This is an optimization exercise on Yosys and OpenROAD, whose aim is small area and a short achievable clock period, not a production implementation. RTL that was checked went through simulation tests only; none was proved equivalent to the original. Power figures rest on the tool's default switching activity, not on a simulated workload.

==> inputs of run a <==
// fp32_mul
module fp32_mul(
    input wire clk,
    input wire [31:0] a,         
    input wire [31:0] b,         
    input wire [2:0] rm,         
    output reg [31:0] result,    
    output wire nv,              
    output wire of,              
    output wire uf,              
    output wire nx               
);
export LEC_CHECK = 0
export CAP_MARGIN = 20
export CORE_MARGIN = 2
export CORE_UTILIZATION = 40
export CTS_CLUSTER_DIAMETER = 80
export CTS_CLUSTER_SIZE = 20
export SETUP_SLACK_MARGIN = 3.9
export SLEW_MARGIN = 20
export SYNTH_HIERARCHICAL = 1
create_clock -name core_clock -period 8.2 [get_ports {clk}]
standard.sh (not shown) runs the stock make flow with config.mk's settings and CLKGATE_MAP_FILE= SYNTH_SCRIPT=/design/flow/synth_recipe.tcl, a recipe that flattens the netlist after the stock synthesis.
==> flow/flow/run.sh <==
#!/bin/bash
# The standard layout (synthesis included, unchanged), with the input and
# output port buffers that buffer_ports inserts taken as sky130_fd_sc_hd__buf_2
# instead of the delay-cell buffer it picks on its own.
set -euo pipefail
export BUFFER_PORTS_ARGS="-buffer_cell sky130_fd_sc_hd__buf_2"
bash standard.sh > standard.log 2>&1
==> run b: changes against run a <==
--- a/flow/design.v
+++ b/flow/design.v
@@ -49,18 +49,16 @@
     wire s0_invalid = a_snan | b_snan | (a_inf & b_zero) | (a_zero & b_inf);
     wire s0_is_nan = a_nan | b_nan | s0_invalid;
     wire s0_is_inf = ~s0_is_nan & (a_inf | b_inf);
     wire s0_is_zero = ~s0_is_nan & (a_zero | b_zero);
     wire s0_sign = a[31] ^ b[31];
     wire s0_m_rmm = (rm == 3'b100);
     wire s0_m_away = ((rm == 3'b010) & s0_sign) | ((rm == 3'b011) & ~s0_sign);
     wire s0_m_rne = (rm != 3'b001) & (rm != 3'b010) & (rm != 3'b011) & (rm != 3'b100);
-    wire [1:0] s0_md = {s0_m_rmm | s0_m_away, s0_m_rne | s0_m_away};
-    wire [1:0] s0_kind = {s0_is_nan | s0_is_inf, s0_is_nan | s0_is_zero};
     wire s0_one_sub = a_sub ^ b_sub;
     wire [4:0] s0_p = msb_index({9'b0, a_sub ? fa : fb});    
     wire [8:0] s0_esum = {1'b0, ea[7:1], ea[0] | a_sub} + {1'b0, eb[7:1], eb[0] | b_sub};
     wire [25:0] mbx = {2'b00, ~b_sub, fb, 1'b0};
     wire [12:0] s0_bneg, s0_bone, s0_btwo;
     genvar gd;
     generate
         for (gd = 0; gd < 13; gd = gd + 1) begin : g_booth
@@ -71,31 +69,34 @@
         end
     endgenerate
     reg [23:0] ma;
     reg [12:0] bneg, bone, btwo;    
     reg s1_one_sub;
     reg [4:0] s1_p;
     reg [8:0] s1_esum;
     reg s1_sign;
-    reg [1:0] s1_md;
-    reg s1_invalid;
-    reg [1:0] s1_kind;
+    reg s1_m_rne, s1_m_rmm, s1_m_away;
+    reg s1_invalid, s1_is_nan, s1_is_inf, s1_is_zero;
     always @(posedge clk) begin
         ma <= {~a_sub, fa};
         bneg <= s0_bneg;
         bone <= s0_bone;
         btwo <= s0_btwo;
         s1_one_sub <= s0_one_sub;
         s1_p <= s0_p;
         s1_esum <= s0_esum;
         s1_sign <= s0_sign;
-        s1_md <= s0_md;
+        s1_m_rne <= s0_m_rne;
+        s1_m_rmm <= s0_m_rmm;
+        s1_m_away <= s0_m_away;
         s1_invalid <= s0_invalid;
-        s1_kind <= s0_kind;
+        s1_is_nan <= s0_is_nan;
+        s1_is_inf <= s0_is_inf;
+        s1_is_zero <= s0_is_zero;
     end
     wire [4:0] sh_left = s1_one_sub ? s1_p : 5'd23;
     wire [9:0] sh_right = 10'd151 - {1'b0, s1_esum};
     wire right_pos = ~sh_right[9];
     wire right_wins = right_pos & (sh_right > {5'b0, sh_left});
     wire right_big = right_pos & (sh_right > 10'd49);
     wire [5:0] s1_rs = right_wins ? (right_big ? 6'd49 : sh_right[5:0]) : {1'b0, sh_left};
     wire [9:0] s1_exp_full = {1'b0, s1_esum} - (s1_one_sub ? 10'd150 - {5'b0, s1_p} : 10'd127);
@@ -1684,33 +1685,36 @@
     reg [LOW-1:0] plo2;
     reg [47:LOW] ts2;
     reg [47:LOW] tc2;
     reg clo2;
     reg [5:0] s2_rs;
     reg [7:0] s2_exp;
     reg s2_exp_le0, s2_exp_ge255, s2_exp_eq254;
     reg s2_sign;
-    reg [1:0] s2_md;
-    reg s2_invalid;
-    reg [1:0] s2_kind;
+    reg s2_m_rne, s2_m_rmm, s2_m_away;
+    reg s2_invalid, s2_is_nan, s2_is_inf, s2_is_zero;
     always @(posedge clk) begin
         plo2 <= plo[LOW-1:0];
         clo2 <= plo[LOW];
         ts2 <= ts[47:LOW];
         tc2 <= tc[47:LOW];
         s2_rs <= s1_rs;
         s2_exp <= s1_exp;
         s2_exp_le0 <= s1_exp_le0;
         s2_exp_ge255 <= s1_exp_ge255;
         s2_exp_eq254 <= s1_exp_eq254;
         s2_sign <= s1_sign;
-        s2_md <= s1_md;
+        s2_m_rne <= s1_m_rne;
+        s2_m_rmm <= s1_m_rmm;
+        s2_m_away <= s1_m_away;
         s2_invalid <= s1_invalid;
-        s2_kind <= s1_kind;
+        s2_is_nan <= s1_is_nan;
+        s2_is_inf <= s1_is_inf;
+        s2_is_zero <= s1_is_zero;
     end
     wire [47-LOW:0] hi_a = ts2;
     wire [47-LOW:0] hi_b = tc2;
     wire hi_ci = clo2;
     wire [48-LOW:0] hi_s;
     wire [31:0] hi_g0 = hi_a & hi_b;
     wire [31:0] hi_p0 = hi_a ^ hi_b;
     wire hi_G0 = hi_g0[1] | (hi_p0[1] & hi_g0[0]);
@@ -1965,53 +1969,50 @@
     wire s2_g = hi ? sig[2] : sig[1];
     wire s2_rest = hi ? (sig[1] | sig[0]) : sig[0];
     reg [23:0] s3_mant;
     reg s3_g, s3_rest;
     reg s3_hi;
     reg s3_sign;
     reg [7:0] s3_exp;
     reg s3_exp_le0, s3_exp_ge255, s3_exp_eq254;
-    reg [1:0] s3_md;
-    reg s3_invalid;
-    reg [1:0] s3_kind;
+    reg s3_m_rne, s3_m_rmm, s3_m_away;
+    reg s3_invalid, s3_is_nan, s3_is_inf, s3_is_zero;
     always @(posedge clk) begin
         s3_mant <= s2_mant;
         s3_g <= s2_g;
         s3_rest <= s2_rest;
         s3_hi <= hi;
         s3_sign <= s2_sign;
         s3_exp <= s2_exp_le0 ? 8'd0 : s2_exp;
         s3_exp_le0 <= s2_exp_le0;
         s3_exp_ge255 <= s2_exp_ge255;
         s3_exp_eq254 <= s2_exp_eq254;
-        s3_md <= s2_md;
+        s3_m_rne <= s2_m_rne;
+        s3_m_rmm <= s2_m_rmm;
+        s3_m_away <= s2_m_away;
         s3_invalid <= s2_invalid;
-        s3_kind <= s2_kind;
+        s3_is_nan <= s2_is_nan;
+        s3_is_inf <= s2_is_inf;
+        s3_is_zero <= s2_is_zero;
     end
     wire inexact = s3_g | s3_rest;
-    wire s3_m_rne = ~s3_md[1] & s3_md[0];
-    wire s3_m_rmm = s3_md[1] & ~s3_md[0];
-    wire s3_m_away = s3_md[1] & s3_md[0];
-    wire s3_is_nan = s3_kind[1] & s3_kind[0];
-    wire s3_is_inf = s3_kind[1] & ~s3_kind[0];
-    wire s3_is_zero = ~s3_kind[1] & s3_kind[0];
     wire round_up = (s3_m_rne & s3_g & (s3_mant[0] | s3_rest)) |
                     (s3_m_rmm & s3_g) |
                     (s3_m_away & (s3_hi ? s3_g : inexact));
     wire [24:0] all_below;
     fp32_mul_ones u_ones (.m(s3_mant), .ab(all_below));
     wire [23:0] mant_inc = s3_mant ^ all_below[23:0];
     wire [24:0] rounded = round_up ? {all_below[24], mant_inc} : {1'b0, s3_mant};
     wire mant_ones;
     fp32_mul_and24 u_and24 (.m(s3_mant), .y(mant_ones));
     wire round_carry = round_up & mant_ones;      
     wire carry = s3_hi | round_carry;
-    wire special = s3_kind[1] | s3_kind[0];
-    wire of_to_max = ~s3_md[1] & ~s3_md[0];
+    wire special = s3_is_nan | s3_is_inf | s3_is_zero;
+    wire of_to_max = ~(s3_m_rne | s3_m_rmm | s3_m_away);
     wire ovf_early = ~s3_exp_le0 & (s3_exp_ge255 | (s3_exp_eq254 & s3_hi));
     wire ovf_late = ~s3_exp_le0 & s3_exp_eq254 & ~s3_hi & round_carry;
     wire ovf = ovf_early | ovf_late;
     wire fixed = special | ovf_early;
     wire [7:0] fixed_exp = s3_is_zero & ~s3_is_nan & ~s3_is_inf ? 8'h00 :
                            (~special & of_to_max) ? 8'hfe : 8'hff;
     wire [22:0] fixed_mant = s3_is_nan ? 23'h400000 : (~special & of_to_max) ? {23{1'b1}} : 23'b0;
     wire [7:0] exp_up;
--- a/flow/config.mk
+++ b/flow/config.mk
@@ -5,11 +5,12 @@
 export SDC_FILE = /design/flow/constraint.sdc
 export NUM_CORES = 4
 export LEC_CHECK = 0
 export CAP_MARGIN = 20
 export CORE_MARGIN = 2
 export CORE_UTILIZATION = 40
 export CTS_CLUSTER_DIAMETER = 80
 export CTS_CLUSTER_SIZE = 20
+export PLACE_DENSITY = 0.7
 export SETUP_SLACK_MARGIN = 3.9
 export SLEW_MARGIN = 20
 export SYNTH_HIERARCHICAL = 1
==> run c: changes against run a <==
--- a/flow/design.v
+++ b/flow/design.v
@@ -49,18 +49,16 @@
     wire s0_invalid = a_snan | b_snan | (a_inf & b_zero) | (a_zero & b_inf);
     wire s0_is_nan = a_nan | b_nan | s0_invalid;
     wire s0_is_inf = ~s0_is_nan & (a_inf | b_inf);
     wire s0_is_zero = ~s0_is_nan & (a_zero | b_zero);
     wire s0_sign = a[31] ^ b[31];
     wire s0_m_rmm = (rm == 3'b100);
     wire s0_m_away = ((rm == 3'b010) & s0_sign) | ((rm == 3'b011) & ~s0_sign);
     wire s0_m_rne = (rm != 3'b001) & (rm != 3'b010) & (rm != 3'b011) & (rm != 3'b100);
-    wire [1:0] s0_md = {s0_m_rmm | s0_m_away, s0_m_rne | s0_m_away};
-    wire [1:0] s0_kind = {s0_is_nan | s0_is_inf, s0_is_nan | s0_is_zero};
     wire s0_one_sub = a_sub ^ b_sub;
     wire [4:0] s0_p = msb_index({9'b0, a_sub ? fa : fb});    
     wire [8:0] s0_esum = {1'b0, ea[7:1], ea[0] | a_sub} + {1'b0, eb[7:1], eb[0] | b_sub};
     wire [25:0] mbx = {2'b00, ~b_sub, fb, 1'b0};
     wire [12:0] s0_bneg, s0_bone, s0_btwo;
     genvar gd;
     generate
         for (gd = 0; gd < 13; gd = gd + 1) begin : g_booth
@@ -71,31 +69,34 @@
         end
     endgenerate
     reg [23:0] ma;
     reg [12:0] bneg, bone, btwo;    
     reg s1_one_sub;
     reg [4:0] s1_p;
     reg [8:0] s1_esum;
     reg s1_sign;
-    reg [1:0] s1_md;
-    reg s1_invalid;
-    reg [1:0] s1_kind;
+    reg s1_m_rne, s1_m_rmm, s1_m_away;
+    reg s1_invalid, s1_is_nan, s1_is_inf, s1_is_zero;
     always @(posedge clk) begin
         ma <= {~a_sub, fa};
         bneg <= s0_bneg;
         bone <= s0_bone;
         btwo <= s0_btwo;
         s1_one_sub <= s0_one_sub;
         s1_p <= s0_p;
         s1_esum <= s0_esum;
         s1_sign <= s0_sign;
-        s1_md <= s0_md;
+        s1_m_rne <= s0_m_rne;
+        s1_m_rmm <= s0_m_rmm;
+        s1_m_away <= s0_m_away;
         s1_invalid <= s0_invalid;
-        s1_kind <= s0_kind;
+        s1_is_nan <= s0_is_nan;
+        s1_is_inf <= s0_is_inf;
+        s1_is_zero <= s0_is_zero;
     end
     wire [4:0] sh_left = s1_one_sub ? s1_p : 5'd23;
     wire [9:0] sh_right = 10'd151 - {1'b0, s1_esum};
     wire right_pos = ~sh_right[9];
     wire right_wins = right_pos & (sh_right > {5'b0, sh_left});
     wire right_big = right_pos & (sh_right > 10'd49);
     wire [5:0] s1_rs = right_wins ? (right_big ? 6'd49 : sh_right[5:0]) : {1'b0, sh_left};
     wire [9:0] s1_exp_full = {1'b0, s1_esum} - (s1_one_sub ? 10'd150 - {5'b0, s1_p} : 10'd127);
@@ -1684,33 +1685,36 @@
     reg [LOW-1:0] plo2;
     reg [47:LOW] ts2;
     reg [47:LOW] tc2;
     reg clo2;
     reg [5:0] s2_rs;
     reg [7:0] s2_exp;
     reg s2_exp_le0, s2_exp_ge255, s2_exp_eq254;
     reg s2_sign;
-    reg [1:0] s2_md;
-    reg s2_invalid;
-    reg [1:0] s2_kind;
+    reg s2_m_rne, s2_m_rmm, s2_m_away;
+    reg s2_invalid, s2_is_nan, s2_is_inf, s2_is_zero;
     always @(posedge clk) begin
         plo2 <= plo[LOW-1:0];
         clo2 <= plo[LOW];
         ts2 <= ts[47:LOW];
         tc2 <= tc[47:LOW];
         s2_rs <= s1_rs;
         s2_exp <= s1_exp;
         s2_exp_le0 <= s1_exp_le0;
         s2_exp_ge255 <= s1_exp_ge255;
         s2_exp_eq254 <= s1_exp_eq254;
         s2_sign <= s1_sign;
-        s2_md <= s1_md;
+        s2_m_rne <= s1_m_rne;
+        s2_m_rmm <= s1_m_rmm;
+        s2_m_away <= s1_m_away;
         s2_invalid <= s1_invalid;
-        s2_kind <= s1_kind;
+        s2_is_nan <= s1_is_nan;
+        s2_is_inf <= s1_is_inf;
+        s2_is_zero <= s1_is_zero;
     end
     wire [47-LOW:0] hi_a = ts2;
     wire [47-LOW:0] hi_b = tc2;
     wire hi_ci = clo2;
     wire [48-LOW:0] hi_s;
     wire [31:0] hi_g0 = hi_a & hi_b;
     wire [31:0] hi_p0 = hi_a ^ hi_b;
     wire hi_G0 = hi_g0[1] | (hi_p0[1] & hi_g0[0]);
@@ -1965,53 +1969,50 @@
     wire s2_g = hi ? sig[2] : sig[1];
     wire s2_rest = hi ? (sig[1] | sig[0]) : sig[0];
     reg [23:0] s3_mant;
     reg s3_g, s3_rest;
     reg s3_hi;
     reg s3_sign;
     reg [7:0] s3_exp;
     reg s3_exp_le0, s3_exp_ge255, s3_exp_eq254;
-    reg [1:0] s3_md;
-    reg s3_invalid;
-    reg [1:0] s3_kind;
+    reg s3_m_rne, s3_m_rmm, s3_m_away;
+    reg s3_invalid, s3_is_nan, s3_is_inf, s3_is_zero;
     always @(posedge clk) begin
         s3_mant <= s2_mant;
         s3_g <= s2_g;
         s3_rest <= s2_rest;
         s3_hi <= hi;
         s3_sign <= s2_sign;
         s3_exp <= s2_exp_le0 ? 8'd0 : s2_exp;
         s3_exp_le0 <= s2_exp_le0;
         s3_exp_ge255 <= s2_exp_ge255;
         s3_exp_eq254 <= s2_exp_eq254;
-        s3_md <= s2_md;
+        s3_m_rne <= s2_m_rne;
+        s3_m_rmm <= s2_m_rmm;
+        s3_m_away <= s2_m_away;
         s3_invalid <= s2_invalid;
-        s3_kind <= s2_kind;
+        s3_is_nan <= s2_is_nan;
+        s3_is_inf <= s2_is_inf;
+        s3_is_zero <= s2_is_zero;
     end
     wire inexact = s3_g | s3_rest;
-    wire s3_m_rne = ~s3_md[1] & s3_md[0];
-    wire s3_m_rmm = s3_md[1] & ~s3_md[0];
-    wire s3_m_away = s3_md[1] & s3_md[0];
-    wire s3_is_nan = s3_kind[1] & s3_kind[0];
-    wire s3_is_inf = s3_kind[1] & ~s3_kind[0];
-    wire s3_is_zero = ~s3_kind[1] & s3_kind[0];
     wire round_up = (s3_m_rne & s3_g & (s3_mant[0] | s3_rest)) |
                     (s3_m_rmm & s3_g) |
                     (s3_m_away & (s3_hi ? s3_g : inexact));
     wire [24:0] all_below;
     fp32_mul_ones u_ones (.m(s3_mant), .ab(all_below));
     wire [23:0] mant_inc = s3_mant ^ all_below[23:0];
     wire [24:0] rounded = round_up ? {all_below[24], mant_inc} : {1'b0, s3_mant};
     wire mant_ones;
     fp32_mul_and24 u_and24 (.m(s3_mant), .y(mant_ones));
     wire round_carry = round_up & mant_ones;      
     wire carry = s3_hi | round_carry;
-    wire special = s3_kind[1] | s3_kind[0];
-    wire of_to_max = ~s3_md[1] & ~s3_md[0];
+    wire special = s3_is_nan | s3_is_inf | s3_is_zero;
+    wire of_to_max = ~(s3_m_rne | s3_m_rmm | s3_m_away);
     wire ovf_early = ~s3_exp_le0 & (s3_exp_ge255 | (s3_exp_eq254 & s3_hi));
     wire ovf_late = ~s3_exp_le0 & s3_exp_eq254 & ~s3_hi & round_carry;
     wire ovf = ovf_early | ovf_late;
     wire fixed = special | ovf_early;
     wire [7:0] fixed_exp = s3_is_zero & ~s3_is_nan & ~s3_is_inf ? 8'h00 :
                            (~special & of_to_max) ? 8'hfe : 8'hff;
     wire [22:0] fixed_mant = s3_is_nan ? 23'h400000 : (~special & of_to_max) ? {23{1'b1}} : 23'b0;
     wire [7:0] exp_up;
==> flow/config.mk (replaced) <==
export PLATFORM = sky130hd
export DESIGN_NAME = fp32_mul
export DESIGN_NICKNAME = fp32_mul
export VERILOG_FILES = /design/flow/design.v
export SDC_FILE = /design/flow/constraint.sdc
export NUM_CORES = 4
export LEC_CHECK = 0
export ABC_AREA = 1
export CAP_MARGIN = 20
export CORE_MARGIN = 2
export CORE_UTILIZATION = 40
export CTS_CLUSTER_DIAMETER = 80
export CTS_CLUSTER_SIZE = 20
export SETUP_SLACK_MARGIN = 3.9
export SLEW_MARGIN = 20
export SYNTH_HIERARCHICAL = 1
==> out/qor.yml <==
worst_setup_path:
  worstSetupEndpoint: "plo2[15]$_DFF_P_"
  cp_cell_sequence: "buf_6 -> nand2_1 -> nand2_1 -> inv_1 -> nand2_1 -> nand2_1 -> fa_1 -> fa_1 -> fa_1 -> ha_1 -> ha_1 -> ha_1 -> a21oi_1 -> nand2_1 -> fa_1 -> xor2_1"
run_status:
  status: "finished clean"
power:
  p_int_mw: 4.996
  finalPower_mw: 10.66
  p_sw_frac: 0.5311
The numbers above come from run c.

==> out/qor.yml <==
timing:
  clock_skew_ns: 0.02518
power:
  p_sw_frac: 0.5214
  pg_clk_mw: 0.893
  finalPower_mw: 13.12
  p_int_mw: 6.279
worst_setup_path:
  cp_cell_sequence: "buf_4 -> a22o_1 -> xor2_1 -> fa_1 -> fa_1 -> fa_1 -> fa_1 -> fa_1 -> fa_1"
  worstSetupEndpoint: "tc2[24]$_DFF_P_"
run_status:
  status: "finished clean"
placed_design:
  numPlacedInstances: 3511
The numbers above come from run b.

==> out/qor.yml <==
power:
  p_int_mw: 6.487
  finalPower_mw: 13.99
run_status:
  status: "finished clean"
finish:
  final_core_util: 0.4553
worst_setup_path:
  worstSetupEndpoint: "s3_rest$_DFF_P_"
  cp_cell_sequence: "ha_1 -> nand4_1 -> o211ai_1 -> mux2i_1 -> nand2_1 -> o311ai_0 -> nor2_1 -> o211ai_1 -> nand2_2 -> a31oi_1 -> o2111ai_1"
placed_design:
  routabilityCongestion: 1.001
The numbers above come from run a.

For run a, only the layout was checked, not whether the RTL still works.

[afterwards: timing with drivers on the ports]
In the flow no input, the clock included, has a driving cell. The finished layouts below were timed again as built, in two steps. Step 1 sets driving cells, clkbuf_16 on the clock port and buf_2 on the other inputs (assumed; they add their load-dependent delay and slew). Step 2 also shifts input and output timing later by t, the mid clock arrival at the registers, as if the neighbouring blocks saw the same clock. a / b / c = ideal / step 1 / step 2; a / b = the first two.
| run | t (ns) | slack for setup (ns) | pins driven straight from the clock port |
|---|---|---|---|
| run a | 0.593 | 3.896 / 3.896 / 3.731 | 1 |
| run b | 0.585 | 3.918 / 3.918 / 3.515 | 1 |
| run c | 0.599 | 3.972 / 3.972 / 3.710 | 1 |
After both steps every run listed still meets setup and hold. The setup slack of run b, which loses most, moves by 0.000 ns with the drivers and by -0.403 ns with both steps.
